Context: an optimization exercise on an open-source flow, tuned for small area and a short achievable clock period. The choices shown serve that exercise and are no tape-out recipe. Function was checked by simulation only, so behaviour that the tests miss may differ from the original.

==> run a <==
==> flow/design.v (excerpt) <==
module CPU(CLK, RESET, PC, INSTRUCTION, MEM_READ, MEM_WRITE, MEM_ADDRESS, MEM_WRITE_DATA, MEM_BYTE_ENABLE, READ_DATA);
    input CLK;
    input RESET;
    output [31:0] PC;
    input [31:0] INSTRUCTION;
    input [31:0] READ_DATA;
    output MEM_READ, MEM_WRITE;
    output [31:0] MEM_WRITE_DATA;
    output [31:0] MEM_ADDRESS;
    output [3:0] MEM_BYTE_ENABLE;
    reg  [31:1] pc_q;             
    reg         v_d;              
    reg  [31:0] ins_d;
    reg  [31:1] pc_d;
    reg         wr_e, mrd_e, mwr_e, br_e, jmp_e;      
    reg  [4:0]  rd_e;
    reg  [2:0]  f3_e;             
    reg  [2:0]  af_e;             
    reg         alt_e;            
    reg         sub_e;            
    reg         imm_e;            
    reg         mext_e;           
    reg         selimm_e;         
    reg         link_e;           
    reg  [31:0] a_e, b_e, i_e;
    reg         mrd_m, mwr_m, wr_m, ld_m;
  ...
==> flow/config.mk <==
export PLATFORM = sky130hd
export DESIGN_NAME = CPU
export DESIGN_NICKNAME = CPU
export VERILOG_FILES = /design/flow/design.v
export SDC_FILE = /design/flow/constraint.sdc
export NUM_CORES = 4
export LEC_CHECK = 0
export CAP_MARGIN = 20
export CORE_MARGIN = 2
export CORE_UTILIZATION = 40
export SLEW_MARGIN = 20
==> flow/constraint.sdc <==
create_clock -name core_clock -period 110.0 [get_ports {CLK}]
set_input_delay 22.0000 -clock core_clock [delete_from_list [all_inputs] [get_ports {CLK}]]
set_output_delay 22.0000 -clock core_clock [all_outputs]
set_load 0.01 [all_outputs]
run.sh (not shown) runs the stock make flow with config.mk's settings and CLKGATE_MAP_FILE= SYNTH_SCRIPT=/design/flow/synth_recipe.tcl, a recipe that flattens the netlist after the stock synthesis.
==> run b (differences from run a) <==
--- a/flow/design.v
+++ b/flow/design.v
@@ -26,13 +26,10 @@
     reg  [31:0] a_e, b_e, i_e;
     reg         mrd_m, mwr_m, wr_m, ld_m;
     reg  [4:0]  rd_m;
     reg  [2:0]  f3_m;
     reg  [31:0] res_m, wd_m;
-    reg         wr_w;
-    reg  [4:0]  rd_w;
-    reg  [31:0] res_w;
     wire        take;             
     wire [31:1] target;
     wire        stall;
     assign PC = {pc_q, 1'b0};
     always @(posedge CLK) begin
@@ -83,21 +80,19 @@
     wire [31:0] imm   = (o_store) ? imm_s :
                         (o_br)    ? imm_b :
                         (o_jal)   ? imm_j :
                         (o_lui || o_auipc) ? imm_u : imm_i;
     wire [31:0] pc_imm = {pc_d, 1'b0} + imm;
-    wire [31:0] pc4    = {pc_d[31:2] + 30'd1, pc_d[1], 1'b0};
+    wire [31:0] pc4    = {pc_q, 1'b0};       
     wire [31:0] rf1, rf2;
     wire [31:0] ex_res, mem_res;
-    Register_file regfile(.CLK(CLK), .RESET(RESET), .RA1(rs1), .RA2(rs2), .WA(rd_w), .WE(wr_w),
-                          .WD(res_w), .RD1(rf1), .RD2(rf2));
+    Register_file regfile(.CLK(CLK), .RESET(RESET), .RA1(rs1), .RA2(rs2), .WA(rd_m), .WE(wr_m),
+                          .WD(mem_res), .RD1(rf1), .RD2(rf2));
     wire [31:0] fw1 = (wr_e && rd_e == rs1) ? ex_res :
-                      (wr_m && rd_m == rs1) ? mem_res :
-                      (wr_w && rd_w == rs1) ? res_w : rf1;
+                      (wr_m && rd_m == rs1) ? mem_res : rf1;
     wire [31:0] fw2 = (wr_e && rd_e == rs2) ? ex_res :
-                      (wr_m && rd_m == rs2) ? mem_res :
-                      (wr_w && rd_w == rs2) ? res_w : rf2;
+                      (wr_m && rd_m == rs2) ? mem_res : rf2;
     assign stall = v_d && mrd_e && wr_e && (rd_e == rs1 || rd_e == rs2);
     wire kill = RESET || take || stall;
     always @(posedge CLK) begin
         if (kill) begin
             wr_e <= 1'b0; mrd_e <= 1'b0; mwr_e <= 1'b0; br_e <= 1'b0; jmp_e <= 1'b0;
@@ -122,12 +117,28 @@
     wire [32:0] sum  = {1'b0, a_e} + {1'b0, addb} + {32'd0, sub_e};
     wire ltu = ~sum[32];
     wire lt  = (a_e[31] ^ opb[31]) ? a_e[31] : sum[31];
     wire eq  = a_e == b_e;
     wire [4:0] sh = opb[4:0];
-    wire [31:0] shl = a_e << sh;
-    wire [31:0] shr = $signed({alt_e & a_e[31], a_e}) >>> sh;
+    wire        left = ~af_e[2];
+    wire [31:0] a_rev;
+    wire [31:0] shr;
+    genvar gi;
+    generate
+        for (gi = 0; gi < 32; gi = gi + 1) begin : rev
+            assign a_rev[gi] = left ? a_e[31-gi] : a_e[gi];
+        end
+    endgenerate
+    wire [32:0] sh_in = {alt_e & a_e[31] & ~left, a_rev};
+    wire [32:0] sh_out = $signed(sh_in) >>> sh;
+    wire [31:0] shl;
+    generate
+        for (gi = 0; gi < 32; gi = gi + 1) begin : rev2
+            assign shl[gi] = sh_out[31-gi];
+        end
+    endgenerate
+    assign shr = sh_out[31:0];
     reg [31:0] alu;
     always @(*) begin
         case (af_e)
             3'b000: alu = sum[31:0];
             3'b001: alu = shl;
@@ -192,16 +203,10 @@
             3'b101: ldata = {16'd0, half};
             default: ldata = 32'd0;
         endcase
     end
     assign mem_res = ld_m ? ldata : res_m;
-    always @(posedge CLK) begin
-        if (RESET) wr_w <= 1'b0;
-        else wr_w <= wr_m;
-        rd_w  <= rd_m;
-        res_w <= mem_res;
-    end
 endmodule
 `timescale 1ns/100ps
 module Register_file(
     input         CLK,
     input         RESET,
@@ -223,25 +228,34 @@
             always @(posedge CLK)
                 if (RESET || (WE && WA == i)) q <= wdata;
             assign flat[32*i +: 32] = q;
         end
     endgenerate
-    assign RD1 = flat[32*RA1 +: 32];
-    assign RD2 = flat[32*RA2 +: 32];
+    reg [31:0] rd1, rd2;
+    integer k;
+    always @(*) begin
+        rd1 = 32'd0;
+        rd2 = 32'd0;
+        for (k = 1; k < 32; k = k + 1) begin
+            rd1 = rd1 | (flat[32*k +: 32] & {32{RA1 == k}});
+            rd2 = rd2 | (flat[32*k +: 32] & {32{RA2 == k}});
+        end
+    end
+    assign RD1 = rd1;
+    assign RD2 = rd2;
 endmodule
 `timescale 1ns/100ps
 module ALU(
     input  [31:0] A,
     input  [31:0] B,
     input  [2:0]  F3,
     output [31:0] RESULT
 );
     wire sa = (F3[1:0] == 2'b01) || (F3[1:0] == 2'b10);
     wire sb = (F3[1:0] == 2'b01);
-    wire signed [32:0] ma = {sa & A[31], A};
-    wire signed [32:0] mb = {sb & B[31], B};
-    wire signed [65:0] prod = ma * mb;
+    wire [63:0] prod;
+    mul33 mul(.A(A), .B(B), .SA(sa), .SB(sb), .P(prod));
     wire [31:0] mul_res = (F3[1:0] == 2'b00) ? prod[31:0] : prod[63:32];
     wire sgn  = ~F3[0];
     wire nega = sgn & A[31];
     wire negb = sgn & B[31];
     wire [31:0] ua = nega ? -A : A;
@@ -294,5 +308,39 @@
             end
         end
     endgenerate
     assign R = rem[0];
 endmodule
+module mul33(
+    input  [31:0] A,
+    input  [31:0] B,
+    input         SA,
+    input         SB,
+    output [63:0] P
+);
+    wire [33:0] ae = {{2{SA & A[31]}}, A};
+    wire [35:0] bx = {{3{SB & B[31]}}, B, 1'b0};
+    wire [63:0] t [0:16];
+    wire [63:0] negs;
+    genvar i;
+    generate
+        for (i = 0; i < 17; i = i + 1) begin : pp
+            wire bm1 = bx[2*i];
+            wire b0  = bx[2*i+1];
+            wire b1  = bx[2*i+2];
+            wire one = b0 ^ bm1;
+            wire two = (b1 & ~b0 & ~bm1) | (~b1 & b0 & bm1);
+            wire [33:0] m = ({34{one}} & ae) | ({34{two}} & {ae[32:0], 1'b0});
+            wire [33:0] p = m ^ {34{b1}};
+            wire [63:0] row = {30'd0, ~p[33], p[32:0]};
+            assign t[i] = row << (2*i);
+            assign negs[2*i] = b1;
+            if (i < 16) begin : gap
+                assign negs[2*i+1] = 1'b0;
+            end
+        end
+    endgenerate
+    assign negs[63:33] = 31'd0;
+    assign P = t[0] + t[1] + t[2] + t[3] + t[4] + t[5] + t[6] + t[7] + t[8]
+             + t[9] + t[10] + t[11] + t[12] + t[13] + t[14] + t[15] + t[16]
+             + negs + 64'h5555555600000000;
+endmodule
==> flow/flow/run.sh (new file) <==
#!/bin/bash
# The standard layout, with ORFS's timing repair (CTS and global-route
# steps) aiming for MARGIN ns of setup slack instead of 0, so that it sizes up
# the gates on the long divider paths. Repair may only resize gates (no pin
# swaps, buffering, cloning or load splitting), which keeps the netlist's
# logic exactly as synthesised. The clock, constraints and every other step
# are the standard ones.
set -euo pipefail
cd "$(dirname "$0")/.."
MARGIN=60
bash standard.sh SETUP_SLACK_MARGIN=$MARGIN SETUP_MOVE_SEQUENCE=sizeup \
    SKIP_PIN_SWAP=1 SKIP_GATE_CLONING=1 finish > flow_standard.log 2>&1
==> flow/standard.sh (new file) <==
#!/bin/bash
# synth_recipe.tcl (not shown) runs the flow's synth.tcl, then flattens the netlist and writes it again
# the make line also repeats each setting of config.mk as NAME=value (left out here)
make -C /OpenROAD-flow-scripts/flow DESIGN_CONFIG=/design/flow/config.mk WORK_HOME=/design/flow/orfs CLKGATE_MAP_FILE= SYNTH_SCRIPT=/design/flow/synth_recipe.tcl "${@:-finish}"
ABC_AREA = 1   (was unset)
removed: flow/run.sh
==> reports/results.ini <==
[status]
status = timing/DRC/antenna clean

[yosys]
syn_inst = 17200

[critical_path]
critPathBufInv = 45

[sta]
fin_ws_ps = 61480

The numbers above come from run b.

==> reports/results.ini <==
[yosys]
syn_inst = 16600
avgSynthCellArea_um2 = 9.43

[critical_path]
critPathBufInv = 20

[status]
status = timing/DRC/antenna clean

[finish]
num-nonclk-buffers = 640
clkbuf_count = 189

[sta]
fin_ws_ps = 37320

The numbers above come from run a.

-- afterwards: timing with drivers on the ports --
The flow's constraints put no driver on any port. The routed layouts listed below were extracted and timed again, unchanged, in two steps. Step 1, drivers: a clkbuf_16 drives CLK and a buf_2 each remaining input, both assumed. Step 2 moves the port delays by t, midway between the first and last clock arrival at a register: inputs arrive t later, outputs are due t later. That takes back most of the time a late clock gives input paths. Slacks: ideal ports / drivers / drivers and shift; pairs: ideal ports / drivers.
run | shift t [ns] | setup WS [ns] | worst hold slack (ns)
run a | 0.907 | 37.321 / 37.321 / 37.321 | 0.390 / 0.390 / 0.390
run b | 0.935 | 61.475 / 61.475 / 61.475 | 0.338 / 0.338 / 0.338
After both steps every run listed still meets setup and hold.
